Source: an optimization exercise on an open RTL-to-GDS flow (aim: small area and a short achievable clock period). Production flows keep margins and buffers that such runs may drop. The RTL was checked by simulation tests, not by an equivalence proof against the original design.

## top_moduleAlu
module top_moduleAlu #(parameter DATA_WIDTH = 32)(
	input clk_top,
	input [2:0] opcode_top,
	input [31:0] portA_top,
	input [31:0] portB_top,
	output reg [63:0] out_top,
	output [32:0] result_sum_top,
	output [32:0] result_res_top,
	output [63:0] result_pro_top,
	output [31:0] result_and_top,
	output [31:0] result_or_top,
	output [31:0] result_nand_top,
	output [31:0] result_nor_top,
	output [31:0] result_xor_top,
	output carry_flag_sum_top,
	output zero_flag_sum_top,
	output zero_flag_res_top,
	output zero_flag_pro_top,
	output zero_flag_and_top,
	output zero_flag_or_top,
	output zero_flag_nand_top,
	output zero_flag_nor_top,
	output zero_flag_xor_top,
	output reg carry_flag_top,
	output reg zero_flag_top
);
Settings: LEC_CHECK=0, ABC_AREA=1, CAP_MARGIN=20, CORE_MARGIN=2, CORE_UTILIZATION=40, SETUP_SLACK_MARGIN=5, SLEW_MARGIN=20, SYNTH_HIERARCHICAL=1, SYNTH_MINIMUM_KEEP_SIZE=0; clock period 20.0 ns.
standard.sh (not shown) runs the stock make flow with config.mk's settings and CLKGATE_MAP_FILE= SYNTH_SCRIPT=/design/flow/synth_recipe.tcl, a recipe that flattens the netlist after the stock synthesis.
==> flow/flow/run.sh <==
#!/bin/bash
# Standard ORFS layout; the only change is the cell used to buffer the ports
# (buf_1 instead of the default choice, clkdlybuf4s50_1).
set -euo pipefail
bash standard.sh "BUFFER_PORTS_ARGS=-buffer_cell sky130_fd_sc_hd__buf_1" finish > make_finish.log 2>&1
The first run passed the timing, DRC and antenna checks.
==> next run, changes <==
==> flow/flow/run.sh (replaced) <==
#!/bin/bash
# Standard ORFS layout with two changes: the ports are buffered with buf_1 (instead of
# the default clkdlybuf4s50_1), and timing repair aims for a larger setup slack.
set -euo pipefail
bash standard.sh "BUFFER_PORTS_ARGS=-buffer_cell sky130_fd_sc_hd__buf_1" "SETUP_SLACK_MARGIN=7" finish > make_finish.log 2>&1
Settings changed: SETUP_SLACK_MARGIN 5 to not set.
Fmax increases by 4.3%.
Setup slack gains 0.61 ns.
Final cell count increases by 3.3%.
==> next run, changes <==
==> flow/flow/run.sh (replaced) <==
#!/bin/bash
# Standard ORFS layout; the only change is the cell used to buffer the ports
# (buf_1 instead of the default choice, clkdlybuf4s50_1).
set -euo pipefail
bash standard.sh "BUFFER_PORTS_ARGS=-buffer_cell sky130_fd_sc_hd__buf_1" finish > make_finish.log 2>&1
Settings changed: CORE_UTILIZATION 40 to 60, SETUP_SLACK_MARGIN set to 5.
Result:
- The changed run passed the timing, DRC and antenna checks
- die area fell by a quarter to a third
- area after synthesis stays the same
- worst hold slack gains 0.021 ns
- count of clock-buffer cells in the layout goes down by 1
- design area goes down by roughly a tenth
- sequential cell count is unchanged
- final cell count goes down by roughly a tenth
==> next run, changes <==
Settings changed: CORE_UTILIZATION 60 to 40, SETUP_SLACK_MARGIN 5 to not set.
After rerunning:
- via count drops by 6.2%
- non-clock buffer count drops by 15
- flip-flop and latch count stays the same
==> next run, changes <==
==> flow/run.sh (new file) <==
#!/bin/bash
# synth_recipe.tcl (not shown) runs the flow's synth.tcl, then flattens the netlist and writes it again
# the make line also repeats each setting of config.mk as NAME=value (left out here)
make -C /OpenROAD-flow-scripts/flow DESIGN_CONFIG=/design/flow/config.mk WORK_HOME=/design/flow/orfs CLKGATE_MAP_FILE= SYNTH_SCRIPT=/design/flow/synth_recipe.tcl finish
removed: flow/flow/run.sh
removed: flow/standard.sh
First-iteration DRC count shrinks by about 5%. Synthesized area stays the same. Sequential share of layout area shrinks by 0.28 points. Worst hold slack improved by 0.25 ns. Final cell count shrinks by about 0.33%.

## build 5
Another version of the RTL of top_moduleAlu (not shown whole).
Size: ~0.028 mm2 of cells after synthesis.
## top_moduleAlu
module top_moduleAlu #(parameter DATA_WIDTH = 32)(
	input clk_top,
	input [2:0] opcode_top,
	input [31:0] portA_top,
	input [31:0] portB_top,
	output reg [63:0] out_top,
	output [32:0] result_sum_top,
	output [32:0] result_res_top,
	output [63:0] result_pro_top,
	output [31:0] result_and_top,
	output [31:0] result_or_top,
	output [31:0] result_nand_top,
	output [31:0] result_nor_top,
	output [31:0] result_xor_top,
	output carry_flag_sum_top,
	output zero_flag_sum_top,
	output zero_flag_res_top,
	output zero_flag_pro_top,
	output zero_flag_and_top,
	output zero_flag_or_top,
	output zero_flag_nand_top,
	output zero_flag_nor_top,
	output zero_flag_xor_top,
	output reg carry_flag_top,
	output reg zero_flag_top
);
Settings: LEC_CHECK=0, ABC_AREA=1, CAP_MARGIN=20, CORE_MARGIN=2, CORE_UTILIZATION=40, CTS_BUF_LIST=sky130_fd_sc_hd__clkbuf_8, SETUP_SLACK_MARGIN=5, SLEW_MARGIN=20, SYNTH_HIERARCHICAL=1, SYNTH_MINIMUM_KEEP_SIZE=0, TNS_END_PERCENT=0; clock period 20.0 ns.
==> flow/flow/run.sh <==
#!/bin/bash
# Standard ORFS layout; the only change is the cell used to buffer the ports
# (buf_1 instead of the default choice, clkdlybuf4s50_1).
set -euo pipefail
bash standard.sh "BUFFER_PORTS_ARGS=-buffer_cell sky130_fd_sc_hd__buf_1" finish > make_finish.log 2>&1
Inputs modified between build 5 and build 35:
Settings: a deleted SETUP_SLACK_MARGIN that had been 5.
==> flow/flow/run.sh <==
#!/bin/bash
# Standard ORFS layout with two changes: the ports are buffered with buf_1 (instead of
# the default clkdlybuf4s50_1), and timing repair aims for 6 ns of setup slack.
set -euo pipefail
bash standard.sh "BUFFER_PORTS_ARGS=-buffer_cell sky130_fd_sc_hd__buf_1" "SETUP_SLACK_MARGIN=6" finish > make_finish.log 2>&1
Notes after the runs:
Against build 5, non-clock buffer count in build 35 rose by more than 10%. The run showing the smaller met2 track utilization from global routing is build 5. Build 35 vs build 5 — hold slack rose 0.027 ns.
Edits applied to the flow inputs when going from build 35 to build 50:
Settings: setting SETUP_SLACK_MARGIN to 5 for the first time; removing TNS_END_PERCENT (formerly 0).
==> flow/flow/run.sh <==
#!/bin/bash
# Standard ORFS layout; the only change is the cell used to buffer the ports
# (buf_1 instead of the default choice, clkdlybuf4s50_1).
set -euo pipefail
bash standard.sh "BUFFER_PORTS_ARGS=-buffer_cell sky130_fd_sc_hd__buf_1" finish > make_finish.log 2>&1
Results
- Build 50 ended up with a lower number of nets in the layout than build 35 did.
- Per the comparison of build 50 with build 35, final setup violation count barely changed, maximum frequency dropped 0.0015 GHz, fill cell instance count of the final layout climbed about 3.6%.
#### Input delta (build 77 over build 50)
Settings: removing SETUP_SLACK_MARGIN (formerly 5).
==> flow/flow/run.sh <==
#!/bin/bash
# Standard ORFS layout with two changes: the ports are buffered with buf_1 (instead of
# the default clkdlybuf4s50_1), and timing repair aims for 6 ns of setup slack.
set -euo pipefail
bash standard.sh "BUFFER_PORTS_ARGS=-buffer_cell sky130_fd_sc_hd__buf_1" "SETUP_SLACK_MARGIN=6" finish > make_finish.log 2>&1
Results
Via count of the first global-routing pass is lower on build 50
Routed wire length on met2 was lower in the run labelled build 50.
| final hold slack | higher: build 50 |
In build 77 relative to build 50, non-clock buffer count had gone up by more than 10%.
Of build 77 and build 50, the run reporting the higher utilization was build 77.
Global-route usage was lower in the run labelled build 50.
[diff] routed via count, build 77 relative to build 50: regression
For wire length of the first global-routing pass, dividing the value from build 50 by the value from build 77 gives 0.948.

## static timing again, ports no longer ideal
The flow's constraints put no driver on any port. The routed layouts listed below were extracted and timed again, unchanged, in two steps.
Step 1, drivers: a clkbuf_16 drives clk_top and a buf_2 each remaining input, both assumed.
Step 2, shift: input delay + t, output delay - t, t = (earliest + latest rising clock arrival at the registers) / 2. This alone moves slack from input paths to output paths.
a / b / c = ideal ports / drivers / drivers and shift; a / b = the first two.
run	shift t [ns]	setup slack, ns	clock arrival spread, ns
the first run of note 1	0.466	5.191 / 5.152 / 5.152	0.021 / 0.021
the second run of note 1	0.479	5.801 / 5.722 / 5.722	0.026 / 0.026
the third run of note 1	0.452	5.045 / 5.023 / 5.023	0.015 / 0.015
the fourth run of note 1	0.469	4.706 / 4.669 / 4.669	0.020 / 0.021
the fifth run of note 1	0.467	3.748 / 3.679 / 3.679	0.031 / 0.030
build 5	0.508	5.238 / 5.195 / 5.195	0.034 / 0.034
build 35	0.499	5.573 / 5.545 / 5.545	0.030 / 0.030
build 50	0.508	5.262 / 5.187 / 5.187	0.034 / 0.034
build 77	0.505	5.650 / 5.625 / 5.625	0.032 / 0.032
After both steps every run listed still meets setup and hold. For the second run of note 1, which loses most, drivers alone change the setup slack by -0.079 ns; drivers and shift together by -0.079 ns.
